This design comes from an exercise in tuning for small area on the open sky130 flow, not from production work. The RTL was checked by simulation tests, not by an equivalence proof against the original design. No activity file was given, so power comes from the tool's default toggle rates.

**design/flow/run.sh**
```bash
#!/bin/bash
# synth_recipe.tcl (not shown) runs the flow's synth.tcl, then flattens the netlist and writes it again
# the make line also repeats each setting of config.mk as NAME=value (left out here)
make -C /OpenROAD-flow-scripts/flow DESIGN_CONFIG=/design/flow/config.mk WORK_HOME=/design/flow/orfs CLKGATE_MAP_FILE= SYNTH_SCRIPT=/design/flow/synth_recipe.tcl finish
```
**design/flow/config.mk**
```make
export PLATFORM = sky130hd
export DESIGN_NAME = top_full_design
export DESIGN_NICKNAME = top_full_design
export VERILOG_FILES = /design/flow/design.v
export SDC_FILE = /design/flow/constraint.sdc
export NUM_CORES = 4
export LEC_CHECK = 0
export CAP_MARGIN = 0
export CORE_MARGIN = 2
export CORE_UTILIZATION = 60
export CTS_BUF_LIST = sky130_fd_sc_hd__clkbuf_8
export CTS_CLUSTER_DIAMETER = 60
export CTS_CLUSTER_SIZE = 16
export SLEW_MARGIN = 0
export SYNTH_HIERARCHICAL = 1
export SYNTH_MEMORY_MAX_BITS = 16384
```
**design/flow/constraint.sdc**
```tcl
create_clock -name core_clock -period 8.0 [get_ports {clock}]
set_input_delay 1.6000 -clock core_clock [delete_from_list [all_inputs] [get_ports {clock}]]
set_output_delay 1.6000 -clock core_clock [all_outputs]
set_load 0.01 [all_outputs]
```
**design/flow/design.v**
```verilog
module dl_keep0(input prev, input q, input en, input rst, output d);
wire m_n = ~(en ? prev : q);
assign d = ~(m_n | rst);
endmodule
module dl_keep1(input prev, input q, input en, input rst_n, output d);
wire m_n = ~(en ? prev : q);
assign d = ~(m_n & rst_n);
endmodule
module dl_flip0(input prev, input rst, output d);
assign d = ~(prev | rst);
endmodule
module dl_flip1(input prev, input rst_n, output d);
assign d = ~(prev & rst_n);
endmodule
module g_not(input a, output y);
assign y = ~a;
endmodule
module fir_tree(input [7:0] x0, input [111:0] d, output [14:0] ra, output [14:0] rb);
wire [7:0] dl1 = d[7:0];
wire [7:0] dl2 = d[15:8];
wire [7:0] dl3 = d[23:16];
wire [7:0] dl4 = d[31:24];
wire [7:0] dl5 = d[39:32];
wire [7:0] dl6 = d[47:40];
wire [7:0] dl7 = d[55:48];
wire [7:0] dl8 = d[63:56];
wire [7:0] dl9 = d[71:64];
wire [7:0] dl10 = d[79:72];
wire [7:0] dl11 = d[87:80];
wire [7:0] dl12 = d[95:88];
wire [7:0] dl13 = d[103:96];
wire [7:0] dl14 = d[111:104];
wire s1, c1; my_ha u_s1(.a(dl4[0]), .b(dl10[0]), .s(s1), .co(c1));
wire s2, c2; my_fa u_s2(.a(dl4[1]), .b(dl10[1]), .c(c1), .s(s2), .co(c2));
wire s3, c3; my_fa u_s3(.a(dl4[2]), .b(dl10[2]), .c(c2), .s(s3), .co(c3));
wire s4, c4; my_fa u_s4(.a(dl4[3]), .b(dl10[3]), .c(c3), .s(s4), .co(c4));
wire s5, c5; my_fa u_s5(.a(dl4[4]), .b(dl10[4]), .c(c4), .s(s5), .co(c5));
wire s6, c6; my_fa u_s6(.a(dl4[5]), .b(dl10[5]), .c(c5), .s(s6), .co(c6));
wire s7, c7; my_fa u_s7(.a(dl4[6]), .b(dl10[6]), .c(c6), .s(s7), .co(c7));
wire s8, c8; my_fa u_s8(.a(dl4[7]), .b(dl10[7]), .c(c7), .s(s8), .co(c8));
wire s9, c9; my_ha u_s9(.a(dl6[0]), .b(dl8[0]), .s(s9), .co(c9));
wire s10, c10; my_fa u_s10(.a(dl6[1]), .b(dl8[1]), .c(c9), .s(s10), .co(c10));
wire s11, c11; my_fa u_s11(.a(dl6[2]), .b(dl8[2]), .c(c10), .s(s11), .co(c11));
wire s12, c12; my_fa u_s12(.a(dl6[3]), .b(dl8[3]), .c(c11), .s(s12), .co(c12));
wire s13, c13; my_fa u_s13(.a(dl6[4]), .b(dl8[4]), .c(c12), .s(s13), .co(c13));
wire s14, c14; my_fa u_s14(.a(dl6[5]), .b(dl8[5]), .c(c13), .s(s14), .co(c14));
wire s15, c15; my_fa u_s15(.a(dl6[6]), .b(dl8[6]), .c(c14), .s(s15), .co(c15));
wire s16, c16; my_fa u_s16(.a(dl6[7]), .b(dl8[7]), .c(c15), .s(s16), .co(c16));
wire s17, c17; my_fa u_s17(.a(dl1[0]), .b(dl2[0]), .c(dl12[0]), .s(s17), .co(c17));
wire s18, c18; my_fa u_s18(.a(dl13[0]), .b(dl14[0]), .c(s1), .s(s18), .co(c18));
wire s19, c19; my_ha u_s19(.a(s9), .b(s17), .s(s19), .co(c19));
wire s20 = ~(dl1[1] ^ dl2[1]); wire c20 = dl1[1] | dl2[1];
wire s21, c21; my_fa u_s21(.a(dl12[1]), .b(dl13[1]), .c(dl14[1]), .s(s21), .co(c21));
wire s22, c22; my_fa u_s22(.a(s1), .b(c17), .c(s20), .s(s22), .co(c22));
wire s23, c23; my_fa u_s23(.a(s21), .b(s2), .c(s10), .s(s23), .co(c23));
wire s24, c24; my_fa u_s24(.a(c18), .b(c19), .c(s22), .s(s24), .co(c24));
wire s25 = ~(dl1[2] ^ dl2[2]); wire c25 = dl1[2] | dl2[2];
wire s26, c26; my_fa u_s26(.a(dl12[2]), .b(dl13[2]), .c(dl14[2]), .s(s26), .co(c26));
wire s27, c27; my_fa u_s27(.a(s9), .b(c20), .c(c21), .s(s27), .co(c27));
wire s28, c28; my_fa u_s28(.a(s25), .b(s26), .c(s2), .s(s28), .co(c28));
wire s29, c29; my_fa u_s29(.a(c22), .b(s27), .c(s3), .s(s29), .co(c29));
wire s30, c30; my_fa u_s30(.a(s11), .b(c23), .c(c24), .s(s30), .co(c30));
wire s31, c31; my_ha u_s31(.a(s28), .b(s29), .s(s31), .co(c31));
wire s32, c32; my_fa u_s32(.a(dl1[3]), .b(dl2[3]), .c(dl5[0]), .s(s32), .co(c32));
wire s33, c33; my_fa u_s33(.a(dl9[0]), .b(dl12[3]), .c(dl13[3]), .s(s33), .co(c33));
wire s34, c34; my_fa u_s34(.a(dl14[3]), .b(s9), .c(c25), .s(s34), .co(c34));
wire s35, c35; my_fa u_s35(.a(c26), .b(s32), .c(s33), .s(s35), .co(c35));
wire s36, c36; my_fa u_s36(.a(s10), .b(c27), .c(s34), .s(s36), .co(c36));
wire s37, c37; my_fa u_s37(.a(s35), .b(s3), .c(c28), .s(s37), .co(c37));
wire s38, c38; my_fa u_s38(.a(s36), .b(s4), .c(s12), .s(s38), .co(c38));
wire s39, c39; my_fa u_s39(.a(c29), .b(c30), .c(s37), .s(s39), .co(c39));
wire s40, c40; my_ha u_s40(.a(c31), .b(s38), .s(s40), .co(c40));
wire s41, c41; my_fa u_s41(.a(dl1[4]), .b(dl2[4]), .c(dl5[1]), .s(s41), .co(c41));
wire s42, c42; my_fa u_s42(.a(dl7[0]), .b(dl9[1]), .c(dl12[4]), .s(s42), .co(c42));
wire s43, c43; my_fa u_s43(.a(dl13[4]), .b(dl14[4]), .c(c32), .s(s43), .co(c43));
wire s44, c44; my_fa u_s44(.a(c33), .b(s41), .c(s42), .s(s44), .co(c44));
wire s45, c45; my_fa u_s45(.a(s10), .b(c34), .c(c35), .s(s45), .co(c45));
wire s46, c46; my_fa u_s46(.a(s43), .b(s44), .c(s11), .s(s46), .co(c46));
wire s47, c47; my_fa u_s47(.a(c36), .b(s45), .c(s4), .s(s47), .co(c47));
wire s48, c48; my_fa u_s48(.a(c37), .b(s46), .c(s5), .s(s48), .co(c48));
wire s49, c49; my_fa u_s49(.a(s13), .b(c38), .c(c39), .s(s49), .co(c49));
wire s50, c50; my_fa u_s50(.a(s47), .b(c40), .c(s48), .s(s50), .co(c50));
wire s51, c51; my_fa u_s51(.a(dl1[5]), .b(dl2[5]), .c(dl5[2]), .s(s51), .co(c51));
wire s52, c52; my_fa u_s52(.a(dl7[1]), .b(dl9[2]), .c(dl12[5]), .s(s52), .co(c52));
wire s53, c53; my_fa u_s53(.a(dl13[5]), .b(dl14[5]), .c(c41), .s(s53), .co(c53));
wire s54, c54; my_fa u_s54(.a(c42), .b(s51), .c(s52), .s(s54), .co(c54));
wire s55, c55; my_fa u_s55(.a(c43), .b(c44), .c(s53), .s(s55), .co(c55));
wire s56, c56; my_fa u_s56(.a(s54), .b(s11), .c(c45), .s(s56), .co(c56));
wire s57, c57; my_fa u_s57(.a(s55), .b(s12), .c(c46), .s(s57), .co(c57));
wire s58, c58; my_fa u_s58(.a(s56), .b(s5), .c(c47), .s(s58), .co(c58));
wire s59, c59; my_fa u_s59(.a(s57), .b(s6), .c(s14), .s(s59), .co(c59));
wire s60, c60; my_fa u_s60(.a(c48), .b(c49), .c(s58), .s(s60), .co(c60));
wire s61, c61; my_ha u_s61(.a(c50), .b(s59), .s(s61), .co(c61));
wire s62, c62; my_fa u_s62(.a(dl1[6]), .b(dl2[6]), .c(dl5[3]), .s(s62), .co(c62));
wire s63, c63; my_fa u_s63(.a(dl7[2]), .b(dl9[3]), .c(dl12[6]), .s(s63), .co(c63));
wire s64, c64; my_fa u_s64(.a(dl13[6]), .b(dl14[6]), .c(c51), .s(s64), .co(c64));
wire s65, c65; my_fa u_s65(.a(c52), .b(s62), .c(s63), .s(s65), .co(c65));
wire s66, c66; my_fa u_s66(.a(c53), .b(c54), .c(s64), .s(s66), .co(c66));
wire s67, c67; my_fa u_s67(.a(s65), .b(c55), .c(s66), .s(s67), .co(c67));
wire s68, c68; my_fa u_s68(.a(s12), .b(c56), .c(s67), .s(s68), .co(c68));
wire s69, c69; my_fa u_s69(.a(s13), .b(c57), .c(s68), .s(s69), .co(c69));
wire s70, c70; my_fa u_s70(.a(s6), .b(c58), .c(s69), .s(s70), .co(c70));
wire s71, c71; my_fa u_s71(.a(s7), .b(s15), .c(c59), .s(s71), .co(c71));
wire s72, c72; my_fa u_s72(.a(c60), .b(s70), .c(c61), .s(s72), .co(c72));
wire s73, c73; my_fa u_s73(.a(dl1[7]), .b(dl2[7]), .c(dl5[4]), .s(s73), .co(c73));
wire s74, c74; my_fa u_s74(.a(dl7[3]), .b(dl9[4]), .c(dl12[7]), .s(s74), .co(c74));
wire s75, c75; my_fa u_s75(.a(dl13[7]), .b(dl14[7]), .c(c62), .s(s75), .co(c75));
wire s76, c76; my_fa u_s76(.a(c63), .b(s73), .c(s74), .s(s76), .co(c76));
wire s77, c77; my_fa u_s77(.a(c64), .b(c65), .c(s75), .s(s77), .co(c77));
wire s78, c78; my_fa u_s78(.a(s76), .b(c66), .c(s77), .s(s78), .co(c78));
wire s79, c79; my_fa u_s79(.a(c67), .b(s78), .c(s13), .s(s79), .co(c79));
wire s80, c80; my_fa u_s80(.a(c68), .b(s14), .c(c69), .s(s80), .co(c80));
wire s81, c81; my_fa u_s81(.a(s79), .b(s7), .c(c70), .s(s81), .co(c81));
wire s82, c82; my_fa u_s82(.a(s80), .b(s8), .c(s16), .s(s82), .co(c82));
wire s83, c83; my_fa u_s83(.a(c71), .b(s81), .c(c72), .s(s83), .co(c83));
wire s84 = ~(dl5[5] ^ dl7[4]); wire c84 = dl5[5] | dl7[4];
wire s85, c85; my_fa u_s85(.a(dl9[5]), .b(c73), .c(c74), .s(s85), .co(c85));
wire s86, c86; my_fa u_s86(.a(s84), .b(c75), .c(c76), .s(s86), .co(c86));
wire s87, c87; my_fa u_s87(.a(s85), .b(c77), .c(s86), .s(s87), .co(c87));
wire s88, c88; my_fa u_s88(.a(c78), .b(s87), .c(s14), .s(s88), .co(c88));
wire s89, c89; my_fa u_s89(.a(c79), .b(s15), .c(c80), .s(s89), .co(c89));
wire s90, c90; my_fa u_s90(.a(s88), .b(c8), .c(s8), .s(s90), .co(c90));
wire s91, c91; my_fa u_s91(.a(c16), .b(c81), .c(s89), .s(s91), .co(c91));
wire s92, c92; my_fa u_s92(.a(c82), .b(s90), .c(s91), .s(s92), .co(c92));
wire s93, c93; my_ha u_s93(.a(c83), .b(s92), .s(s93), .co(c93));
wire s94, c94; my_fa u_s94(.a(dl5[6]), .b(dl7[5]), .c(dl9[6]), .s(s94), .co(c94));
wire s95, c95; my_fa u_s95(.a(c84), .b(s94), .c(c85), .s(s95), .co(c95));
wire s96, c96; my_fa u_s96(.a(c86), .b(s95), .c(c87), .s(s96), .co(c96));
wire s97, c97; my_fa u_s97(.a(s96), .b(s15), .c(c88), .s(s97), .co(c97));
wire s98, c98; my_fa u_s98(.a(c8), .b(s16), .c(c89), .s(s98), .co(c98));
wire s99, c99; my_fa u_s99(.a(s97), .b(c90), .c(c91), .s(s99), .co(c99));
wire s100, c100; my_fa u_s100(.a(s98), .b(c92), .c(s99), .s(s100), .co(c100));
wire s101 = ~(dl5[7] ^ dl7[6]); wire c101 = dl5[7] | dl7[6];
wire s102, c102; my_fa u_s102(.a(dl9[7]), .b(c94), .c(s101), .s(s102), .co(c102));
wire s103, c103; my_fa u_s103(.a(s102), .b(c95), .c(c96), .s(s103), .co(c103));
wire s104, c104; my_fa u_s104(.a(s103), .b(c16), .c(s16), .s(s104), .co(c104));
wire s105, c105; my_fa u_s105(.a(c97), .b(c98), .c(s104), .s(s105), .co(c105));
wire s106, c106; my_ha u_s106(.a(c99), .b(s105), .s(s106), .co(c106));
wire s107 = ~(dl7[7] ^ c101); wire c107 = dl7[7] | c101;
wire s108, c108; my_fa u_s108(.a(c102), .b(s107), .c(c103), .s(s108), .co(c108));
wire s109, c109; my_fa u_s109(.a(s108), .b(c16), .c(c104), .s(s109), .co(c109));
wire s110, c110; my_ha u_s110(.a(c105), .b(s109), .s(s110), .co(c110));
wire s111 = ~(c107 ^ c108); wire c111 = c107 | c108;
wire s112, c112; my_ha u_s112(.a(s111), .b(c109), .s(s112), .co(c112));
wire s113, c113; my_ha u_s113(.a(s18), .b(s19), .s(s113), .co(c113));
wire s114, c114; my_fa u_s114(.a(s23), .b(s24), .c(c113), .s(s114), .co(c114));
wire s115, c115; my_fa u_s115(.a(s30), .b(c114), .c(s31), .s(s115), .co(c115));
wire s116, c116; my_fa u_s116(.a(s39), .b(s40), .c(c115), .s(s116), .co(c116));
wire s117, c117; my_fa u_s117(.a(s49), .b(s50), .c(c116), .s(s117), .co(c117));
wire s118, c118; my_fa u_s118(.a(s60), .b(s61), .c(c117), .s(s118), .co(c118));
wire s119, c119; my_fa u_s119(.a(s71), .b(s72), .c(c118), .s(s119), .co(c119));
wire s120, c120; my_fa u_s120(.a(s82), .b(s83), .c(c119), .s(s120), .co(c120));
assign ra = {1'b1, c111, c110, c106, c100, c93, s93, s120, s119, s118, s117, s116, s115, s114, s113};
assign rb = {1'b0, c112, s112, s110, s106, s100, c120, x0[7], x0[6], x0[5], x0[4], x0[3], x0[2], x0[1], x0[0]};
endmodule
module my_fa(input a, input b, input c, output s, output co);
assign s  = a ^ b ^ c;
assign co = (a & b) | (a & c) | (b & c);
endmodule
module my_ha(input a, input b, output s, output co);
assign s  = a ^ b;
assign co = a & b;
endmodule
module fir_cpa(input [14:0] a, input [14:0] b, output [14:0] s);
wire [15:0] c;
assign c[0] = 1'b0;
my_ha u_ha0(.a(a[0]), .b(b[0]), .s(s[0]), .co(c[1]));
genvar i;
generate for (i = 1; i < 15; i = i + 1) begin : g
    my_fa u_fa(.a(a[i]), .b(b[i]), .c(c[i]), .s(s[i]), .co(c[i+1]));
end endgenerate
endmodule
module sg_exc(input [9:0] n, input [1:0] sel, output reg inc, output reg dec);
always @* begin inc=0; dec=0; case({sel,n})
  12'd0: inc=1;
  12'd48: inc=1;
  12'd96: inc=1;
  12'd120: inc=1;
  12'd192: inc=1;
  12'd216: inc=1;
  12'd312: inc=1;
  12'd384: inc=1;
  12'd768: inc=1;
  12'd792: inc=1;
  12'd816: inc=1;
  12'd840: dec=1;
  12'd888: inc=1;
  12'd1008: inc=1;
  12'd1120: dec=1;
  12'd1264: dec=1;
  12'd1360: dec=1;
  12'd1488: dec=1;
  12'd1600: dec=1;
  12'd1712: dec=1;
  12'd1872: dec=1;
  12'd1904: dec=1;
  12'd2032: dec=1;
  12'd2264: inc=1;
  12'd2408: inc=1;
  12'd2480: dec=1;
  12'd2696: inc=1;
  12'd2768: dec=1;
  12'd2912: dec=1;
  12'd3072: inc=1;
  12'd3112: inc=1;
  12'd3120: dec=1;
  12'd3128: inc=1;
  12'd3168: inc=1;
  12'd3208: inc=1;
  12'd3264: inc=1;
  12'd3320: inc=1;
  12'd3400: inc=1;
  12'd3456: inc=1;
  12'd3512: inc=1;
  12'd3784: inc=1;
  12'd3832: dec=1;
  12'd3840: inc=1;
  12'd3888: dec=1;
  12'd3896: inc=1;
  12'd3944: dec=1;
  12'd4024: dec=1;
  12'd4080: dec=1;
  12'd4088: inc=1;
  default: ; endcase end
endmodule
module signal_generator(input [9:0] n, input [3:0] q9, input [1:0] sel, output [7:0] x);
reg [9:0] u; always @* case(n[4:0])
  5'd0: u = 10'h1;
  5'd1: u = 10'h32;
  5'd2: u = 10'h63;
  5'd3: u = 10'h8f;
  5'd4: u = 10'hb6;
  5'd5: u = 10'hd5;
  5'd6: u = 10'hed;
  5'd7: u = 10'hfc;
  5'd8: u = 10'h102;
  5'd9: u = 10'hfd;
  5'd10: u = 10'hed;
  5'd11: u = 10'hd6;
  5'd12: u = 10'hb5;
  5'd13: u = 10'h90;
  5'd14: u = 10'h63;
  5'd15: u = 10'h33;
  5'd16: u = 10'h1;
  5'd17: u = 10'h3cf;
  5'd18: u = 10'h39f;
  5'd19: u = 10'h372;
  5'd20: u = 10'h34c;
  5'd21: u = 10'h32c;
  5'd22: u = 10'h314;
  5'd23: u = 10'h305;
  5'd24: u = 10'h300;
  5'd25: u = 10'h306;
  5'd26: u = 10'h314;
  5'd27: u = 10'h32d;
  5'd28: u = 10'h34c;
  5'd29: u = 10'h373;
  5'd30: u = 10'h39f;
  5'd31: u = 10'h3cf;
endcase
reg [1:0] q3; always @* case(q9)
  4'd0: q3 = 2'd0;
  4'd1: q3 = 2'd1;
  4'd2: q3 = 2'd2;
  4'd3: q3 = 2'd0;
  4'd4: q3 = 2'd1;
  4'd5: q3 = 2'd2;
  4'd6: q3 = 2'd0;
  4'd7: q3 = 2'd1;
  4'd8: q3 = 2'd2;
  4'd9: q3 = 2'd0;
  4'd10: q3 = 2'd0;
  4'd11: q3 = 2'd0;
  4'd12: q3 = 2'd0;
  4'd13: q3 = 2'd0;
  4'd14: q3 = 2'd0;
  4'd15: q3 = 2'd0;
  default: q3 = 0; endcase
wire [4:0] i0 = {q3, n[2:0]}; reg [8:0] v0; always @* case(i0)
  5'd0: v0 = 9'h1fe;
  5'd1: v0 = 9'h188;
  5'd2: v0 = 9'h59;
  5'd3: v0 = 9'h30;
  5'd4: v0 = 9'h17e;
  5'd5: v0 = 9'h30;
  5'd6: v0 = 9'h59;
  5'd7: v0 = 9'h188;
  5'd8: v0 = 9'h190;
  5'd9: v0 = 9'h64;
  5'd10: v0 = 9'h1f;
  5'd11: v0 = 9'h180;
  5'd12: v0 = 9'h3e;
  5'd13: v0 = 9'h4d;
  5'd14: v0 = 9'h183;
  5'd15: v0 = 9'hf;
  5'd16: v0 = 9'h6c;
  5'd17: v0 = 9'hf;
  5'd18: v0 = 9'h182;
  5'd19: v0 = 9'h4d;
  5'd20: v0 = 9'h3e;
  5'd21: v0 = 9'h180;
  5'd22: v0 = 9'h20;
  5'd23: v0 = 9'h64;
  default: v0 = 0; endcase
wire [6:0] i1 = {q3, n[4:0]}; reg [8:0] v1; always @* case(i1)
  7'd0: v1 = 9'h1ff;
  7'd1: v1 = 9'h3c;
  7'd2: v1 = 9'h192;
  7'd3: v1 = 9'h80;
  7'd4: v1 = 9'h189;
  7'd5: v1 = 9'h50;
  7'd6: v1 = 9'h1e4;
  7'd7: v1 = 9'h1d8;
  7'd8: v1 = 9'h59;
  7'd9: v1 = 9'h186;
  7'd10: v1 = 9'h7e;
  7'd11: v1 = 9'h19d;
  7'd12: v1 = 9'h2f;
  7'd13: v1 = 9'hb;
  7'd14: v1 = 9'h1b6;
  7'd15: v1 = 9'h6e;
  7'd16: v1 = 9'h17f;
  7'd17: v1 = 9'h70;
  7'd18: v1 = 9'h1b6;
  7'd19: v1 = 9'hc;
  7'd20: v1 = 9'h2f;
  7'd21: v1 = 9'h19c;
  7'd22: v1 = 9'h7c;
  7'd23: v1 = 9'h186;
  7'd24: v1 = 9'h58;
  7'd25: v1 = 9'h1d9;
  7'd26: v1 = 9'h1e4;
  7'd27: v1 = 9'h52;
  7'd28: v1 = 9'h18a;
  7'd29: v1 = 9'h80;
  7'd30: v1 = 9'h192;
  7'd31: v1 = 9'h3a;
  7'd32: v1 = 9'h190;
  7'd33: v1 = 9'h42;
  7'd34: v1 = 9'h1f8;
  7'd35: v1 = 9'h1ca;
  7'd36: v1 = 9'h65;
  7'd37: v1 = 9'h182;
  7'd38: v1 = 9'h7a;
  7'd39: v1 = 9'h1a7;
  7'd40: v1 = 9'h21;
  7'd41: v1 = 9'h1e;
  7'd42: v1 = 9'h1ab;
  7'd43: v1 = 9'h76;
  7'd44: v1 = 9'h180;
  7'd45: v1 = 9'h67;
  7'd46: v1 = 9'h1c6;
  7'd47: v1 = 9'h1fc;
  7'd48: v1 = 9'h3f;
  7'd49: v1 = 9'h192;
  7'd50: v1 = 9'h80;
  7'd51: v1 = 9'h18c;
  7'd52: v1 = 9'h4e;
  7'd53: v1 = 9'h1eb;
  7'd54: v1 = 9'h1d6;
  7'd55: v1 = 9'h5c;
  7'd56: v1 = 9'h186;
  7'd57: v1 = 9'h7c;
  7'd58: v1 = 9'h19f;
  7'd59: v1 = 9'h2c;
  7'd60: v1 = 9'hf;
  7'd61: v1 = 9'h1b2;
  7'd62: v1 = 9'h74;
  7'd63: v1 = 9'h180;
  7'd64: v1 = 9'h6c;
  7'd65: v1 = 9'h17e;
  7'd66: v1 = 9'h74;
  7'd67: v1 = 9'h1b4;
  7'd68: v1 = 9'h10;
  7'd69: v1 = 9'h2e;
  7'd70: v1 = 9'h19f;
  7'd71: v1 = 9'h7b;
  7'd72: v1 = 9'h185;
  7'd73: v1 = 9'h5e;
  7'd74: v1 = 9'h1d4;
  7'd75: v1 = 9'h1ea;
  7'd76: v1 = 9'h4c;
  7'd77: v1 = 9'h18b;
  7'd78: v1 = 9'h7e;
  7'd79: v1 = 9'h194;
  7'd80: v1 = 9'h3f;
  7'd81: v1 = 9'h1fa;
  7'd82: v1 = 9'h1c8;
  7'd83: v1 = 9'h68;
  7'd84: v1 = 9'h182;
  7'd85: v1 = 9'h77;
  7'd86: v1 = 9'h1ab;
  7'd87: v1 = 9'h1c;
  7'd88: v1 = 9'h22;
  7'd89: v1 = 9'h1a8;
  7'd90: v1 = 9'h7a;
  7'd91: v1 = 9'h180;
  7'd92: v1 = 9'h64;
  7'd93: v1 = 9'h1ca;
  7'd94: v1 = 9'h1f6;
  7'd95: v1 = 9'h42;
  default: v1 = 0; endcase
wire [6:0] i2 = {q9, n[2:0]}; reg [8:0] v2; always @* case(i2)
  7'd0: v2 = 9'h0;
  7'd1: v2 = 9'h1ce;
  7'd2: v2 = 9'h59;
  7'd3: v2 = 9'h188;
  7'd4: v2 = 9'h7e;
  7'd5: v2 = 9'h188;
  7'd6: v2 = 9'h59;
  7'd7: v2 = 9'h1ce;
  7'd8: v2 = 9'h1d5;
  7'd9: v2 = 9'h56;
  7'd10: v2 = 9'h18a;
  7'd11: v2 = 9'h7f;
  7'd12: v2 = 9'h186;
  7'd13: v2 = 9'h5e;
  7'd14: v2 = 9'h1c8;
  7'd15: v2 = 9'h4;
  7'd16: v2 = 9'h51;
  7'd17: v2 = 9'h18e;
  7'd18: v2 = 9'h7e;
  7'd19: v2 = 9'h185;
  7'd20: v2 = 9'h61;
  7'd21: v2 = 9'h1c4;
  7'd22: v2 = 9'ha;
  7'd23: v2 = 9'h26;
  7'd24: v2 = 9'h190;
  7'd25: v2 = 9'h7e;
  7'd26: v2 = 9'h182;
  7'd27: v2 = 9'h64;
  7'd28: v2 = 9'h1be;
  7'd29: v2 = 9'hf;
  7'd30: v2 = 9'h20;
  7'd31: v2 = 9'h1b1;
  7'd32: v2 = 9'h7c;
  7'd33: v2 = 9'h182;
  7'd34: v2 = 9'h67;
  7'd35: v2 = 9'h1bb;
  7'd36: v2 = 9'h14;
  7'd37: v2 = 9'h1b;
  7'd38: v2 = 9'h1b6;
  7'd39: v2 = 9'h6b;
  7'd40: v2 = 9'h180;
  7'd41: v2 = 9'h6b;
  7'd42: v2 = 9'h1b5;
  7'd43: v2 = 9'h1b;
  7'd44: v2 = 9'h14;
  7'd45: v2 = 9'h1bb;
  7'd46: v2 = 9'h68;
  7'd47: v2 = 9'h181;
  7'd48: v2 = 9'h6d;
  7'd49: v2 = 9'h1b2;
  7'd50: v2 = 9'h1f;
  7'd51: v2 = 9'hf;
  7'd52: v2 = 9'h1be;
  7'd53: v2 = 9'h64;
  7'd54: v2 = 9'h183;
  7'd55: v2 = 9'h7e;
  7'd56: v2 = 9'h1ac;
  7'd57: v2 = 9'h26;
  7'd58: v2 = 9'h9;
  7'd59: v2 = 9'h1c4;
  7'd60: v2 = 9'h60;
  7'd61: v2 = 9'h185;
  7'd62: v2 = 9'h7f;
  7'd63: v2 = 9'h18d;
  7'd64: v2 = 9'h29;
  7'd65: v2 = 9'h4;
  7'd66: v2 = 9'h1c7;
  7'd67: v2 = 9'h5e;
  7'd68: v2 = 9'h186;
  7'd69: v2 = 9'h7f;
  7'd70: v2 = 9'h18b;
  7'd71: v2 = 9'h56;
  default: v2 = 0; endcase
wire [5:0] i3 = {q3, n[3:0]}; reg [8:0] v3; always @* case(i3)
  6'd0: v3 = 9'h1fe;
  6'd1: v3 = 9'h195;
  6'd2: v3 = 9'h188;
  6'd3: v3 = 9'h1e5;
  6'd4: v3 = 9'h57;
  6'd5: v3 = 9'h7e;
  6'd6: v3 = 9'h32;
  6'd7: v3 = 9'h1b4;
  6'd8: v3 = 9'h17e;
  6'd9: v3 = 9'h1b5;
  6'd10: v3 = 9'h2f;
  6'd11: v3 = 9'h7d;
  6'd12: v3 = 9'h57;
  6'd13: v3 = 9'h1e7;
  6'd14: v3 = 9'h188;
  6'd15: v3 = 9'h194;
  6'd16: v3 = 9'h6c;
  6'd17: v3 = 9'h75;
  6'd18: v3 = 9'he;
  6'd19: v3 = 9'h1a0;
  6'd20: v3 = 9'h185;
  6'd21: v3 = 9'h1d6;
  6'd22: v3 = 9'h4e;
  6'd23: v3 = 9'h7f;
  6'd24: v3 = 9'h3b;
  6'd25: v3 = 9'h1c5;
  6'd26: v3 = 9'h182;
  6'd27: v3 = 9'h1ad;
  6'd28: v3 = 9'h22;
  6'd29: v3 = 9'h77;
  6'd30: v3 = 9'h62;
  6'd31: v3 = 9'h1f8;
  6'd32: v3 = 9'h190;
  6'd33: v3 = 9'h1f6;
  6'd34: v3 = 9'h62;
  6'd35: v3 = 9'h78;
  6'd36: v3 = 9'h1f;
  6'd37: v3 = 9'h1ab;
  6'd38: v3 = 9'h182;
  6'd39: v3 = 9'h1c7;
  6'd40: v3 = 9'h3f;
  6'd41: v3 = 9'h7e;
  6'd42: v3 = 9'h4e;
  6'd43: v3 = 9'h1d4;
  6'd44: v3 = 9'h186;
  6'd45: v3 = 9'h19e;
  6'd46: v3 = 9'h10;
  6'd47: v3 = 9'h72;
  default: v3 = 0; endcase
reg [8:0] vh; reg h; reg [2:0] ac; always @* case(sel)
  0: begin vh=v0; h=n[3]; ac=3'h6; end
  1: begin vh=v1; h=n[5]; ac=3'h7; end
  2: begin vh=v2; h=n[3]; ac=3'h6; end
  3: begin vh=v3; h=n[4]; ac=3'h7; end
endcase
wire inc, dec; sg_exc u_exc(.n(n), .sel(sel), .inc(inc), .dec(dec));
wire [10:0] vn = {11{h}} ^ {{2{vh[8]}}, vh};
wire [10:0] sum = {{1{u[9]}}, u} + vn + ({{8{ac[2]}}, ac} & {11{h}});
assign x = (sum[9:2] + {{7{dec}},inc|dec}) ^ 8'h7f;
endmodule
module g_nand2(input a, input b, output y);  assign y = ~(a & b); endmodule
module g_nand3(input a, input b, input c, output y);  assign y = ~(a & b & c); endmodule
module g_nand4(input a, input b, input c, input d, output y);  assign y = ~(a & b & c & d); endmodule
module g_nor2(input a, input b, output y);  assign y = ~(a | b); endmodule
module g_nor4(input a, input b, input c, input d, output y);  assign y = ~(a | b | c | d); endmodule
module g_inv(input a, output y);  assign y = ~a; endmodule
module g_a222oi(input a1, input a2, input b1, input b2, input c1, input c2, output y);
    assign y = ~((a1 & a2) | (b1 & b2) | (c1 & c2));
endmodule
module ram_rdec(input [5:0] a, output [63:0] s);
wire [5:0] an;
wire [7:0] pl, ph;
genvar i, j;
generate
    for (i = 0; i < 6; i = i + 1) begin : ginv
        g_inv u(.a(a[i]), .y(an[i]));
    end
    for (i = 0; i < 8; i = i + 1) begin : gpre
        g_nand3 ul(.a((i & 1) != 0 ? a[0] : an[0]), .b((i & 2) != 0 ? a[1] : an[1]), .c((i & 4) != 0 ? a[2] : an[2]), .y(pl[i]));
        g_nand3 uh(.a((i & 1) != 0 ? a[3] : an[3]), .b((i & 2) != 0 ? a[4] : an[4]), .c((i & 4) != 0 ? a[5] : an[5]), .y(ph[i]));
    end
    for (j = 0; j < 8; j = j + 1) begin : gh
        for (i = 0; i < 8; i = i + 1) begin : gl
            g_nor2 u(.a(pl[i]), .b(ph[j]), .y(s[j*8+i]));
        end
    end
endgenerate
endmodule
module ram_rbit(input [63:0] d, input [63:0] s, output q);
wire [21:0] t;
wire [5:0] u;
wire [1:0] v;
genvar i;
generate
    for (i = 0; i < 21; i = i + 1) begin : ga
        g_a222oi ua(.a1(s[3*i]), .a2(d[3*i]), .b1(s[3*i+1]), .b2(d[3*i+1]), .c1(s[3*i+2]), .c2(d[3*i+2]), .y(t[i]));
    end
endgenerate
g_nand2 ul(.a(s[63]), .b(d[63]), .y(t[21]));
g_nand4 u0(.a(t[0]),  .b(t[1]),  .c(t[2]),  .d(t[3]),  .y(u[0]));
g_nand4 u1(.a(t[4]),  .b(t[5]),  .c(t[6]),  .d(t[7]),  .y(u[1]));
g_nand4 u2(.a(t[8]),  .b(t[9]),  .c(t[10]), .d(t[11]), .y(u[2]));
g_nand4 u3(.a(t[12]), .b(t[13]), .c(t[14]), .d(t[15]), .y(u[3]));
g_nand4 u4(.a(t[16]), .b(t[17]), .c(t[18]), .d(t[19]), .y(u[4]));
g_nand2 u5(.a(t[20]), .b(t[21]), .y(u[5]));
g_nor4  v0(.a(u[0]), .b(u[1]), .c(u[2]), .d(u[3]), .y(v[0]));
g_nor2  v1(.a(u[4]), .b(u[5]), .y(v[1]));
g_nand2 w0(.a(v[0]), .b(v[1]), .y(q));
endmodule
module top_full_design
    #(
        parameter NB_ADDR = 6,
        parameter NB_DATA = 8
    )
    (
        output [NB_DATA - 1 : 0] o_log_data_from_ram,
        output o_log_ram_full,
        input [2:0] i_enable,
        input [1:0] i_sel,
        input i_reset,
        input clock
    );
reg [9:0] gen_cnt;
reg [3:0] gen_q9;
wire gen_clr = ~i_reset | ~i_enable[0];
always @(posedge clock or posedge gen_clr) begin
    if (gen_clr) begin
        gen_cnt <= 10'd0;
        gen_q9  <= 4'd0;
    end else begin
        gen_cnt <= gen_cnt + 10'd1;
        gen_q9  <= (&gen_cnt || gen_q9 == 4'd8) ? 4'd0 : gen_q9 + 4'd1;
    end
end
reg [1:0] sel_prev;
reg [1:0] sel;
always @(posedge clock) begin
    if (~i_reset) begin
        sel_prev <= 2'b00;
        sel      <= 2'b00;
    end else begin
        sel_prev <= i_sel;
        sel      <= sel ^ (i_sel & ~sel_prev);
    end
end
wire [7:0] x0s;
signal_generator u_gen (.n(gen_cnt), .q9(gen_q9), .sel(sel), .x(x0s));
localparam [8*15-1:0] POL = {
    8'h7f, 8'h7f, 8'h7f,                       
    8'h80, 8'h80, 8'h80, 8'h80, 8'h80, 8'h80,  
    8'h80, 8'h80,                              
    8'h7f, 8'h7f, 8'h7f, 8'h7f };              
wire [7:0] dl [0:14];
assign dl[0] = x0s;
wire dl_rst;
g_not u_dl_rst(.a(i_reset), .y(dl_rst));
genvar gk, gi;
generate
    for (gk = 1; gk <= 14; gk = gk + 1) begin : gdl
        for (gi = 0; gi < 8; gi = gi + 1) begin : gbit
            localparam P  = POL[8*gk + gi];
            localparam FL = POL[8*gk + gi] ^ POL[8*(gk-1) + gi];
            reg q;
            wire d;
            if (FL) begin : gflip
                if (P) begin : g1
                    dl_flip1 u(.prev(dl[gk-1][gi]), .rst_n(i_reset), .d(d));
                end else begin : g0
                    dl_flip0 u(.prev(dl[gk-1][gi]), .rst(dl_rst), .d(d));
                end
                always @(posedge clock)
                    if (dl_rst | i_enable[0]) q <= d;
            end else begin : gkeep
                if (P) begin : g1
                    dl_keep1 u(.prev(dl[gk-1][gi]), .q(q), .en(i_enable[0]), .rst_n(i_reset), .d(d));
                end else begin : g0
                    dl_keep0 u(.prev(dl[gk-1][gi]), .q(q), .en(i_enable[0]), .rst(dl_rst), .d(d));
                end
                always @(posedge clock) q <= d;
            end
            assign dl[gk][gi] = q;
        end
    end
endgenerate
wire [14:0] ra, rb;
fir_tree u_tree(.x0(x0s), .d({dl[14], dl[13], dl[12], dl[11], dl[10], dl[9], dl[8],
                            dl[7], dl[6], dl[5], dl[4], dl[3], dl[2], dl[1]}),
                .ra(ra), .rb(rb));
reg [14:0] ra_r, rb_r;
always @(posedge clock) begin
    ra_r <= ra;
    rb_r <= rb;
end
wire [14:0] acc;
fir_cpa u_cpa(.a(ra_r), .b(rb_r), .s(acc));
wire sat_ok = (acc[14] == acc[13]);
wire [7:0] y = sat_ok ? {acc[14], acc[12:6]} : {acc[14], {7{~acc[14]}}};
reg [7:0] y2, y3;
always @(posedge clock) begin
    y2 <= y;
    y3 <= y2;
end
reg        run;
reg [5:0]  wc;
reg        full;
wire       wc_last = &wc;
always @(posedge clock) begin
    if (~i_reset)      run <= 1'b0;
    else if (~run)     run <= i_enable[1] & ~full;
    else               run <= ~wc_last;
    if (~run) wc <= 6'd0;
    else      wc <= wc + 6'd1;
    if (~i_reset | ~i_enable[1]) full <= 1'b0;
    else if (wc_last)            full <= 1'b1;
end
reg [7:0] mem [0:63];
always @(posedge clock) begin
    if (run) mem[wc] <= y3;
end
reg [5:0] rd_addr;
reg       rd_inc, rd_rstn;
wire [5:0] rd_cnt = rd_rstn ? rd_addr + {5'd0, rd_inc} : 6'd0;
reg [7:0] rd_data, dout;
wire [63:0] rd_sel;
wire [7:0] rd_mux;
wire [511:0] mem_flat;
genvar gw, gb;
generate
    for (gw = 0; gw < 64; gw = gw + 1) begin : gmem
        assign mem_flat[gw*8 +: 8] = mem[gw];
    end
    for (gb = 0; gb < 8; gb = gb + 1) begin : grd
        wire [63:0] col;
        for (gw = 0; gw < 64; gw = gw + 1) begin : gc
            assign col[gw] = mem_flat[gw*8 + gb];
        end
        ram_rbit u_rbit(.d(col), .s(rd_sel), .q(rd_mux[gb]));
    end
endgenerate
ram_rdec u_rdec(.a(rd_addr), .s(rd_sel));
always @(posedge clock) begin
    rd_rstn <= i_reset;
    rd_inc  <= i_enable[2];
    rd_addr <= rd_cnt;
    rd_data <= rd_mux;
    dout    <= rd_data;
end
assign o_log_data_from_ram = dout;
assign o_log_ram_full = full;
endmodule
```
==> results of run 1 <==
how the worst max path moves through the flow:
stage               start                to  slack, ns  cells after the start
2_1_floorplan     ra_r[0]             y2[0]       1.82                     16
3_3_place_gp   gen_cnt[0]  gdl[1].gbit[7].q       1.62                     31
3_5_place_dp   gen_cnt[0]  gdl[1].gbit[7].q       1.55                     31
4_1_cts        gen_cnt[0]  gdl[1].gbit[7].q       1.53                     31
5_1_grt        gen_cnt[0]  gdl[1].gbit[7].q       0.89                     31
6_report        gen_q9[1]  gdl[1].gbit[7].q       1.42                     27
state kept, by name (all words and copies together) (netlist names), 8 cells and up:
| name | flops |
|---|---|
| gdl.gbit.q | 112 |
| gen_cnt | 10 |
| mem | 512 |
| rb_r | 15 |
| dout | 8 |
| ra_r | 15 |
| rd_data | 8 |
| y3 | 8 |
| y2 | 8 |
logic make-up after synthesis:
group	count (synthesis)	share of synthesized area, %
buffers and inverters	188	2.85
DFF	720	59.9
AOI/OAI and AO/OA	516	11.9
adders and majority gates	179	9.49
muxes	121	3.99
xor gates and xnor gates	50	1.35
and+or+nand+nor	737	10.5
other	2	0.0227
per-module statistics from Yosys, one instance, submodules excluded, a selection:
module	copies in the design	cell area, um2	flops+latches	cells inside
dl_flip0	8	3.75	0	1
dl_flip1	8	3.75	0	1
dl_keep1	42	13.8	0	2
fir_tree	1	383	0	58
g_inv	6	3.75	0	1
g_nand3	16	5.00	0	1
g_nand4	40	6.26	0	1
g_nor2	72	3.75	0	1
sg_exc	1	676	0	104
signal_generator	1	4630	0	749
top_full_design	1	21000	720	930
cell type report:
type,instances,area (um2)
Clock inverter,44,239
Inverter,62,233
Multi-Input combinational cell,1605,12300
Tap cell,696,871
Antenna cell,2,5.00
Clock buffer,56,771
Fill cell,4122,19500
Timing Repair Buffer,49,414
Sequential cell,720,19800
cell usage after synthesis, types with 31 or more instances:
cell      instances
inv_1            59
mux2i_1         110
buf_2            31
edfxtp_1        528
nand3_1          52
nand4_1          51
buf_4            33
ha_1             60
a21oi_1          90
nand2_1         184
o21ai_0          97
dfxtp_1         178
fa_1            119
clkbuf_1         44
nor2_1          290
a222oi_1        168
metal layers:
layer	vias up	global-route usage (%)	part of all wire, %
met5	-	0	0
met4	0	13.0	4.5
met3	216	4.34	8.1
met2	1176	49.6	47
met1	10803	42.6	40
li1	9602	-	-
power groups by stage:
stage	clock (mW)	combinational [mW]	sequential, mW
floorplan	0	1.68	4.95
global placement	0	1.92	4.77
CTS	1.90	2.00	4.69
finish	1.86	1.96	4.69
detailed placement	0	1.99	4.78
global route	2.03	2.28	4.71
cell usage in the layout (no fill, tap or decap), drive strengths merged, types with 6 or more instances in the layout:
cell,n
a211oi,20
a21boi,8
a21o,7
a21oi,92
a222oi,168
a311oi,7
a31oi,14
a32o,6
and2,20
buf,36
clkbuf,56
clkdlybuf4s50,13
dfrtp,14
dfxtp,178
edfxtp,528
fa,119
ha,60
inv,102
mux2i,111
mux4,8
nand2,184
nand2b,18
nand3,54
nand4,51
nor2,300
nor2b,21
nor3,31
nor4,12
o211ai,19
o21ai,100
o22ai,6
o311ai,15
o31ai,7
or2,6
or3,8
xnor2,30
xor2,20
critical path, delay by kind of cell (launching register included):
kind                       cells  cell delay [ns]
AOI/OAI and AO/OA             10             3.01
xor gates and xnor gates       4             0.57
adders and majority gates      3             0.87
buffers and inverters          2             0.35
DFF                            1             0.63
muxes                          3             0.58
and+or+nand+nor                5             0.45
metrics by stage:
step,hold slack (ns),utilization [%]
after detailed placement,0.312,62.1
after CTS,0.331,64.0
after global routing,0.339,64.0
after floorplan,0.310,-
after global placement,0.310,62.1
final,0.331,64.0
==> impl_metrics.csv, run 1 <==
group,metric,value,unit
status,outcome,"complete, no violations",
job,maxCapViolCount,0,
clocking,cts_resized,0,
floorplan,rows,85,
yosys,ys_seq_area_share,59.9,%
yosys,async_flop_share,1.94,%
placed_design,post_dp_cell_area,33600,um2
pwr,cellLeakagePower,12.0,nW
pwr,switching_share,29.4,%
detailed_routing,vias,21797,
yosys,yosys_most_used_dff,"edfxtp_1",
worst_setup_path,rr_startpoint,"gen_q9[1]",
hold_path,hold_path_class,"reg2reg",
worst_setup_path,cp.arrival,7.14,ns
worst_setup_path,rr_worst_depth,27,
worst_setup_path,reg2reg_to,"gdl[1].gbit[7].q",
clocking,clock_path_buffers,3,
cells_and_area,fin_nets,2678,
cells_and_area,instances_no_fill,3234,
global_routing,grt_pass1_wl,132000,um
detailed_routing,vias_per_cell,6.74,
worst_setup_path,crit_path_start_kind,"register",
yosys,netlist_area,33000,um2
detailed_routing,routed_wl,86800,um
global_routing,gr-total-overflow,0,
global_routing,grt_max_degree,80,
timing,final-hold-violation-count,0,
yosys,synth_top_area_cell,"edfxtp_1",
worst_setup_path,cp_slowest_cell,"a2111oi_0",
worst_setup_path,path_class,"reg2reg",
worst_setup_path,critPathCaptureType,"register",
pwr,p_int,6.01,mW
floorplan,top_level_ports,16,
floorplan,die_x,239,um
detailed_routing,dr.pass1.iters,7,
detailed_routing,drtIter0Drc,3035,
placed_design,place_ws,1.55,ns
placed_design,dpl.hpwl,58500,um
timing,fin_skew,0.0519,ns
yosys,yosys.area.top_type_share,48.0,%
cells_and_area,drive_above_1_share,6.62,%
clocking,cts_made_buffers,54,
worst_setup_path,path_max_fanout,19,
clocking,cts_root_buf,"clkbuf_8",
clocking,cts_tree,"built",
timing,fin_crit_sh,82.3,%
worst_setup_path,slowest_delay,1.12,ns
placed_design,port_buffers,15,
yosys,ys_ff_latch,720,
detailed_routing,drc_errors,0,
timing,finalSetupTns,0,ns
clocking,clk_latency,0.72,ns
floorplan,initial_utilization,61.0,%
detailed_routing,post_drt_wl_per_cell,26.8,um
timing,slew_viol_final,0,
timing,setup_ws,1.42,ns
clocking,clock-sinks,720,
timing,rsz0062_at_grt,"false",
timing,layout_min_cycle_time,6.58,ns
yosys,syn_inst,2513,
clocking,postCtsSetupBuffers,0,
global_routing,antenna_found_initial,1,
pwr,power,8.51,mW
clocking,ctsHoldBuffers,0,
pwr,combPwrFrac,23.1,%
placed_design,dp_cells,3132,
cells_and_area,stdcell_area,34600,um2
floorplan,coreArea,54100,um2
timing,fmax,152,MHz
clocking,cts_htree_levels,2,
global_routing,grt_usage,30.9,%
hold_path,whs_endpoint,"y3[7]",
placed_design,gp_congestion,1.00,
timing,finalSetupViolCount,0,
clocking,clkTransAtPathRegs,0.10,ns
timing,max-slew-margin-rel,15.2,%
yosys,yosysWarningCount,9,
cells_and_area,areaGrowthSynthToFinish,4.88,%
floorplan,fp.dieArea,56900,um2
worst_setup_path,worstPathRequired,8.56,ns
pwr,power_per_cell_area,246,nW/um2
timing,worst_pin_slew,1.24,ns
yosys,post_synth.cell_area_avg,13.1,um2
yosys,synth_cell_types,96,
detailed_routing,antenna_left,0,
yosys,synthTopCellsByArea,"edfxtp_1 (48%), dfxtp_1 (11%), fa_1 (7.2%)",
pwr,pwr-share-clk,21.9,%
global_routing,grt_pass1_vias,21555,
hold_path,min_path_cells,0,
yosys,syn_nets,2699,
pwr,seqPwrFrac,55.1,%
hold_path,hold_start,"y2[7]",
pwr,power.net_switching,2.51,mW
floorplan,die_y,239,um
yosys,synth_edf_count,528,
pwr,vdd_drop_max,0.000190,V
worst_setup_path,r2r_setup_slack,1.42,ns
==> inputs of run 2 (changes only) <==
==> design/flow/flow/run.sh (new file) <==
#!/bin/bash
# The standard layout (the standard.sh, unchanged synthesis, floorplan, placement,
# routing), with clock tree synthesis told not to add dummy loads for balancing.
set -euo pipefail
export CTS_ARGS="-sink_clustering_enable -repair_clock_nets -sink_clustering_size 16 -sink_clustering_max_diameter 60 -buf_list sky130_fd_sc_hd__clkbuf_8 -dont_use_dummy_load"
bash standard.sh finish > standard.log 2>&1
==> design/flow/standard.sh (new file) <==
#!/bin/bash
# synth_recipe.tcl (not shown) runs the flow's synth.tcl, then flattens the netlist and writes it again
# the make line also repeats each setting of config.mk as NAME=value (left out here)
make -C /OpenROAD-flow-scripts/flow DESIGN_CONFIG=/design/flow/config.mk WORK_HOME=/design/flow/orfs CLKGATE_MAP_FILE= SYNTH_SCRIPT=/design/flow/synth_recipe.tcl "${@:-finish}"
--- a/design/flow/config.mk
+++ b/design/flow/config.mk
@@ -7,7 +7,7 @@
 export LEC_CHECK = 0
 export CAP_MARGIN = 0
 export CORE_MARGIN = 2
-export CORE_UTILIZATION = 60
+export CORE_UTILIZATION = 72
 export CTS_BUF_LIST = sky130_fd_sc_hd__clkbuf_8
 export CTS_CLUSTER_DIAMETER = 60
 export CTS_CLUSTER_SIZE = 16
removed: design/flow/run.sh
==> run 2 against run 1 <==
  * Routed wire length rose by 0.14%
  * Worst setup slack got worse by 0.34 ns
  * Final area shrank 1.3%
  * First-iteration DRC count is 41% higher
  * Clock power is 11% lower
  * Area after synthesis did not move
  * Flip-flop and latch count did not move
  * Sequential share of layout area rose by 0.73 points
  * Hold slack got worse by 0.035 ns
==> impl_metrics.csv, run 2 <==
group,metric,value,unit
worst_setup_path,path_max_fanout,22,
cells_and_area,top_regs,"mem (512), gdl.gbit.q (112)",
global_routing,grt_pass1_wl,133000,um
timing,rsz0062_at_grt,"false",
timing,max-slew-margin-rel,10.7,%
floorplan,coreArea,45300,um2
yosys,syn_nets,2699,
worst_setup_path,r2r_setup_slack,1.08,ns
pwr,power_per_cell_area,246,nW/um2
pwr,cellLeakagePower,11.7,nW
yosys,ys_ff_latch,720,
yosys,netlist_area,33000,um2
yosys,post_synth.cell_area_avg,13.1,um2
cells_and_area,seqCellArea,19800,um2
yosys,ys_seq_area_share,59.9,%
detailed_routing,dr.pass1.iters,8,
yosys,synthTopCellsByArea,"edfxtp_1 (48%), dfxtp_1 (11%), fa_1 (7.2%)",
floorplan,top_level_ports,16,
worst_setup_path,path_class,"reg2reg",
clocking,cts_htree_levels,2,
placed_design,gp_congestion,1.04,
timing,fmax,144,MHz
yosys,syn_inst,2513,
global_routing,grt_max_degree,76,
detailed_routing,routed_wl,87000,um
cells_and_area,drive_above_1_share,6.12,%
clocking,cts_resized,0,
clocking,clock-sinks,720,
yosys,synth_cell_types,96,
floorplan,fp.dieArea,47600,um2
worst_setup_path,rr_startpoint,"gen_q9[1]",
job,maxCapViolCount,0,
cells_and_area,fillers,2666,
global_routing,gr-total-overflow,0,
cells_and_area,stdcell_area,34200,um2
worst_setup_path,critPathCaptureType,"register",
timing,fin_skew,0.158,ns
placed_design,post_dp_cell_area,33400,um2
detailed_routing,vias_per_cell,7.26,
worst_setup_path,cp.arrival,7.41,ns
worst_setup_path,rr_worst_depth,27,
worst_setup_path,crit_path_start_kind,"register",
hold_path,hold_path_class,"reg2reg",
worst_setup_path,crit_path_start,"gen_q9[1]",
clocking,cts_root_buf,"clkbuf_8",
hold_path,whs_endpoint,"y3[0]",
timing,worst_pin_slew,1.34,ns
yosys,synth_edf_count,528,
status,outcome,"complete, no violations",
yosys,yosys_most_used_dff,"edfxtp_1",
cells_and_area,largest_register,"mem",
yosys,yosys.area.top_type_share,48.0,%
detailed_routing,drtIter0Drc,4270,
cells_and_area,areaGrowthSynthToFinish,3.55,%
timing,finalSetupViolCount,0,
yosys,synth_common_cells,"edfxtp_1 (528), nor2_1 (290), nand2_1 (184)",
clocking,ctsHoldBuffers,0,
placed_design,dpl.hpwl,59100,um
cells_and_area,final_cell_mix,"edfxtp_1 (528), nor2_1 (290), nand2_1 (184)",
clocking,clk_latency,0.72,ns
cells_and_area,fin_nets,2673,
clocking,cts_tree,"built",
timing,layout_min_cycle_time,6.92,ns
clocking,postCtsSetupBuffers,0,
clocking,clock_path_buffers,3,
floorplan,die_y,218,um
timing,finalSetupTns,0,ns
floorplan,die_x,218,um
floorplan,initial_utilization,72.9,%
timing,slew_viol_final,0,
clocking,cts_made_buffers,54,
cells_and_area,largest_reg_flops,512,
detailed_routing,vias,22411,
yosys,async_flop_share,1.94,%
timing,fin_crit_sh,86.6,%
cells_and_area,final_common_cell,"edfxtp_1",
clocking,clkTransAtPathRegs,0.10,ns
hold_path,min_path_cells,0,
detailed_routing,drc_errors,0,
pwr,vdd_drop_max,0.000214,V
yosys,synth_most_common_cell,"edfxtp_1",
yosys,synth_top_area_cell,"edfxtp_1",
detailed_routing,antenna_left,0,
timing,final-hold-violation-count,0,
yosys,yosysWarningCount,9,
global_routing,grt_usage,37.4,%
placed_design,port_buffers,15,
hold_path,hold_start,"y2[0]",
detailed_routing,post_drt_wl_per_cell,28.2,um
floorplan,rows,78,
global_routing,grt_pass1_vias,22130,
cells_and_area,multi_input_area,12300,um2
global_routing,antenna_found_initial,1,
worst_setup_path,reg2reg_to,"gdl[1].gbit[7].q",
worst_setup_path,worstPathRequired,8.48,ns
## run 2: cell types whose count changed in the layout (fill, tap and decap cells not counted), moves of 2 or more
cell and change:
buf_4 -4, inv_1 -34, clkbuf_8 -2, inv_8 -2, inv_6 -3, inv_12 -2
## run 2: layout make-up
type	instances	share of cell area, %
sequential	720	57.9
multi-input combinational	1605	36.0
tap	600	2.20
clock buffer	54	2.17
timing repair buffer	44	1.06
inverter	62	0.681
antenna	1	0.00732
## run 2: where the power goes
part           internal, mW  switching [mW]
clock network         0.601            1.05
logic                 0.754            1.07
registers              4.61           0.340
total                  5.96            2.47
## run 2: worst max-delay path by stage
stage | end | slack [ns] | cells after the start
floorplan | y2[0] | 1.82 | 16
global placement | gdl[1].gbit[7].q | 1.58 | 27
detailed placement | gdl[1].gbit[7].q | 1.23 | 27
CTS | gdl[1].gbit[7].q | 1.22 | 29
global route | gdl[1].gbit[7].q | 0.49 | 26
finish | gdl[1].gbit[7].q | 1.08 | 27
## run 2: per-module statistics from Yosys, one instance, submodules excluded, excerpt
module	copies in the design	area (um2)	cells inside	flip-flops and latches
g_a222oi	168	10.0	1	0
dl_keep1	42	13.8	2	0
dl_flip0	8	3.75	1	0
g_nand3	16	5.00	1	0
signal_generator	1	4630	749	0
g_nand4	40	6.26	1	0
g_not	1	3.75	1	0
g_inv	6	3.75	1	0
## run 2: cell families (layout without fill, tap and decap cells)
logic type,Yosys count,count (layout),synth area share (%)
flops,720,720,59.9
other cells,2,3,0.0227
buf+inv,188,160,2.85
simple gates,737,737,10.5
fa+ha+maj,179,179,9.49
xor+xnor,50,50,1.35
compound gates,516,516,11.9
mux,121,121,3.99
## run 2: critical path, cell delays in order (launching register included)
cell	delay, ns
dfrtp_1	0.76
inv_1	0.25
ha_1	0.37
a21oi_1	0.23
o21a_1	0.86
nand2_1	0.37
o221ai_1	0.29
nand2_1	0.12
xnor2_1	0.14
ha_1	0.28
nand2_1	0.05
o21bai_1	0.22
nand2_1	0.10
fa_1	0.42
xnor2_1	0.25
ha_1	0.28
a21o_1	0.16
a21oi_1	0.23
nor2_1	0.09
o21a_1	0.20
o21ai_0	0.27
nand2b_1	0.09
a21oi_1	0.19
xnor2_1	0.17
xnor2_1	0.16
xnor2_1	0.10
mux2i_1	0.14
nor2_1	0.05
## run 2: metal layers
| metal | part of all wire, % | GRT usage, % |
|---|---|---|
| met1 | 35 | 49.6 |
| met2 | 47 | 59.2 |
| met3 | 11 | 6.62 |
| met4 | 6.8 | 21.4 |
| met5 | 0 | 0 |
## run 2: per-stage QoR
stage / hold slack [ns] / instances / utilization, % / setup WS (ns) / power [mW]
final: 0.296 / 3086 / 75.5 / 1.08 / 8.43
after global routing: 0.302 / 3085 / 75.5 / 0.494 / 8.81
after CTS: 0.307 / 3085 / 75.5 / 1.22 / 8.44
after detailed placement: 0.312 / 3031 / 73.9 / 1.23 / 6.85
after global placement: 0.312 / 3031 / 73.9 / 1.58 / 6.65
after floorplan: 0.310 / 2513 / - / 1.82 / 6.63
==> inputs of run 3 (changes only) <==
--- a/design/flow/config.mk
+++ b/design/flow/config.mk
@@ -7,7 +7,7 @@
 export LEC_CHECK = 0
 export CAP_MARGIN = 0
 export CORE_MARGIN = 2
-export CORE_UTILIZATION = 72
+export CORE_UTILIZATION = 60
 export CTS_BUF_LIST = sky130_fd_sc_hd__clkbuf_8
 export CTS_CLUSTER_DIAMETER = 60
 export CTS_CLUSTER_SIZE = 16
==> run 3 against run 2 <==
  * Synthesized cell count stayed put
  * First-iteration DRC count is 30% lower
  * Clock skew is 0.026 ns lower
  * Via count is 3.1% lower
  * Register-to-register slack better by 0.39 ns
  * Core utilization is 12 points lower
  * Hold slack better by 0.034 ns
  * Non-clock buffer count is 5 higher
  * Worst setup slack better by 0.39 ns
==> impl_metrics.csv, run 3 <==
group,metric,value,unit
status,outcome,"complete, no violations",
yosys,synth_top_area_cell,"edfxtp_1",
global_routing,grt_pass1_vias,21483,
clocking,postCtsSetupBuffers,0,
yosys,synth_common_cells,"edfxtp_1 (528), nor2_1 (290), nand2_1 (184)",
clocking,cts_resized,0,
yosys,syn_inst,2513,
clocking,cts_tree,"built",
cells_and_area,stdcell_area,34400,um2
yosys,yosysWarningCount,9,
worst_setup_path,path_max_fanout,19,
global_routing,grt_max_degree,80,
cells_and_area,largest_register,"mem",
floorplan,fp.dieArea,56900,um2
floorplan,die_x,239,um
floorplan,rows,85,
detailed_routing,drtIter0Drc,2984,
yosys,yosys.area.top_type_share,48.0,%
floorplan,top_level_ports,16,
detailed_routing,drc_errors,0,
yosys,ys_seq_area_share,59.9,%
yosys,synth_cell_types,96,
placed_design,dpl.hpwl,58500,um
yosys,netlist_area,33000,um2
clocking,clock-sinks,720,
detailed_routing,vias,21727,
detailed_routing,vias_per_cell,6.82,
yosys,post_synth.cell_area_avg,13.1,um2
placed_design,post_dp_cell_area,33600,um2
timing,finalSetupViolCount,0,
timing,layout_min_cycle_time,6.53,ns
clocking,clk_latency,0.73,ns
timing,fin_skew,0.132,ns
worst_setup_path,cp.arrival,7.03,ns
placed_design,gp_congestion,1.00,
worst_setup_path,critPathCaptureType,"register",
cells_and_area,areaGrowthSynthToFinish,4.07,%
worst_setup_path,crit_path_start_kind,"register",
floorplan,initial_utilization,61.0,%
hold_path,min_path_cells,0,
yosys,async_flop_share,1.94,%
cells_and_area,drive_above_1_share,6.31,%
cells_and_area,largest_reg_flops,512,
pwr,vdd_drop_max,0.000196,V
hold_path,hold_path_class,"reg2reg",
cells_and_area,final_common_cell,"edfxtp_1",
timing,finalSetupTns,0,ns
yosys,yosys_most_used_dff,"edfxtp_1",
cells_and_area,fin_nets,2678,
detailed_routing,antenna_left,0,
cells_and_area,final_util,63.5,%
timing,fmax,153,MHz
floorplan,die_y,239,um
clocking,ctsHoldBuffers,0,
clocking,cts_made_buffers,54,
yosys,synth_most_common_cell,"edfxtp_1",
worst_setup_path,worstPathRequired,8.50,ns
clocking,clkTransAtPathRegs,0.10,ns
clocking,cts_htree_levels,2,
detailed_routing,dr.pass1.iters,9,
clocking,cts_root_buf,"clkbuf_8",
placed_design,port_buffers,15,
cells_and_area,top_regs,"mem (512), gdl.gbit.q (112)",
job,maxCapViolCount,0,
timing,worst_pin_slew,1.20,ns
global_routing,grt_usage,30.8,%
cells_and_area,final_cell_mix,"edfxtp_1 (528), nor2_1 (290), nand2_1 (184)",
yosys,syn_nets,2699,
worst_setup_path,rr_worst_depth,27,
timing,rsz0062_at_grt,"false",
floorplan,coreArea,54100,um2
worst_setup_path,path_class,"reg2reg",
timing,max-slew-margin-rel,18.2,%
global_routing,gr-total-overflow,0,
yosys,synth_edf_count,528,
global_routing,grt_pass1_wl,132000,um
timing,final-hold-violation-count,0,
timing,slew_viol_final,0,
yosys,synthTopCellsByArea,"edfxtp_1 (48%), dfxtp_1 (11%), fa_1 (7.2%)",
global_routing,antenna_found_initial,1,
pwr,cellLeakagePower,11.8,nW
timing,fin_crit_sh,81.6,%
yosys,ys_ff_latch,720,
detailed_routing,routed_wl,87000,um
clocking,clock_path_buffers,3,
detailed_routing,post_drt_wl_per_cell,27.3,um
pwr,power_per_cell_area,242,nW/um2
[run 3: cell families after synthesis]
logic type | after synthesis | synth area share [%]
other | 2 | 0.0227
DFF | 720 | 59.9
and+or+nand+nor | 737 | 10.5
muxes | 121 | 3.99
adders and majority gates | 179 | 9.49
buffers and inverters | 188 | 2.85
AOI/OAI and AO/OA | 516 | 11.9
xor gates and xnor gates | 50 | 1.35
[run 3: worst paths after layout]
kind | start | to | slack (ns)
setup / recovery | gen_q9[1] | gdl[1].gbit[7].q | 1.47
hold / removal | y2[7] | y3[7] | 0.33
setup reg to reg | gen_q9[1] | gdl[1].gbit[7].q | 1.47
hold reg to reg | y2[7] | y3[7] | 0.33
max in group asynchronous | i_reset | gen_cnt[3] | 5.64
min in group asynchronous | i_enable[0] | gen_cnt[6] | 1.60
[run 3: routing by layer]
metal  part of all wire (%)  global-route usage (%)  vias up
li1                       -                       -     9552
met1                     41                    42.6    10873
met2                     47                    49.6     1077
met3                    7.5                    4.18      225
met4                    4.5                    13.2        0
met5                      0                       0        -
[run 3: modules after synthesis, one instance, submodules excluded, a selection]
module,cells,flip-flops and latches,copies in the design,cell area (um2)
fir_tree,58,0,1,383
my_fa,1,0,117,20.0
dl_keep1,2,0,42,13.8
g_a222oi,1,0,168,10.0
g_nand4,1,0,40,6.26
g_nand3,1,0,16,5.00
dl_flip1,1,0,8,3.75
g_inv,1,0,6,3.75
g_nand2,1,0,24,3.75
dl_flip0,1,0,8,3.75
g_not,1,0,1,3.75
g_nor2,1,0,72,3.75
[run 3: area by class of cell]
cell class	count	area, um2
Tap cell	696	871
Fill cell	4129	19800
Multi-Input combinational cell	1605	12300
Clock buffer	54	743
Antenna cell	2	5.00
Inverter	62	233
Timing Repair Buffer	49	414
Sequential cell	720	19800
[run 3: where the power goes]
group	total (mW)	leakage (nW)	switching, mW	internal (mW)
sequential	4.69	6.37	0.0879	4.60
combinational	1.97	5.00	1.24	0.726
clock	1.67	0.388	1.07	0.601
total	8.33	11.8	2.40	5.93
[run 3: worst max-delay path: stages, from the launching register on]
cell and delay, ns:
dfrtp_1 0.63, inv_1 0.26, ha_1 0.27, mux2i_1 0.16, o22a_1 0.48, a2111oi_0 1.10, a21oi_1 0.08, a21oi_1 0.20
o22ai_1 0.09, a211oi_2 0.33, mux2i_1 0.27, ha_1 0.32, nor2b_1 0.16, o21ai_0 0.15, nand2_1 0.10, xor2_1 0.15
ha_1 0.27, inv_1 0.10, nor2_1 0.06, o21a_1 0.18, o21ai_0 0.21, nand2b_1 0.08, a21oi_1 0.17, xnor2_1 0.15
xnor2_1 0.15, xnor2_1 0.11, mux2i_1 0.15, nor2_1 0.05
[run 3: through the flow]
stage | power [mW] | hold slack [ns] | instances | worst slack, ns
finish | 8.33 | 0.330 | 3188 | 1.47
global route | 8.81 | 0.338 | 3187 | 0.918
CTS | 8.40 | 0.330 | 3186 | 1.55
detailed placement | 6.77 | 0.312 | 3132 | 1.55
global placement | 6.69 | 0.310 | 3132 | 1.62
floorplan | 6.63 | 0.310 | 2513 | 1.82

-- port drivers added, routing unchanged --
In the flow no input, the clock included, has a driving cell. The finished layouts below were timed again as built, in two steps. Step 1 sets driving cells, clkbuf_16 on the clock port and buf_2 on the other inputs (assumed; they add their load-dependent delay and slew). Step 2 adds t to the input delays and takes it off the output delays; t is the mean of the earliest and latest rising clock arrival at the registers after step 1. Input paths then give back, and output paths get back, about the clock's delay inside the block. Three values: ideal ports, drivers, drivers and shift; two values: the first two.
| run | t (ns) | slack for setup (ns) | hold WS [ns] |
|---|---|---|---|
| run 1 | 0.748 | 1.420 / 1.420 / 1.420 | 0.331 / 0.331 / 0.331 |
| run 2 | 0.692 | 1.076 / 1.076 / 1.076 | 0.296 / 0.296 / 0.296 |
| run 3 | 0.705 | 1.470 / 1.470 / 1.470 | 0.330 / 0.330 / 0.330 |
After both steps every run listed still meets setup and hold.
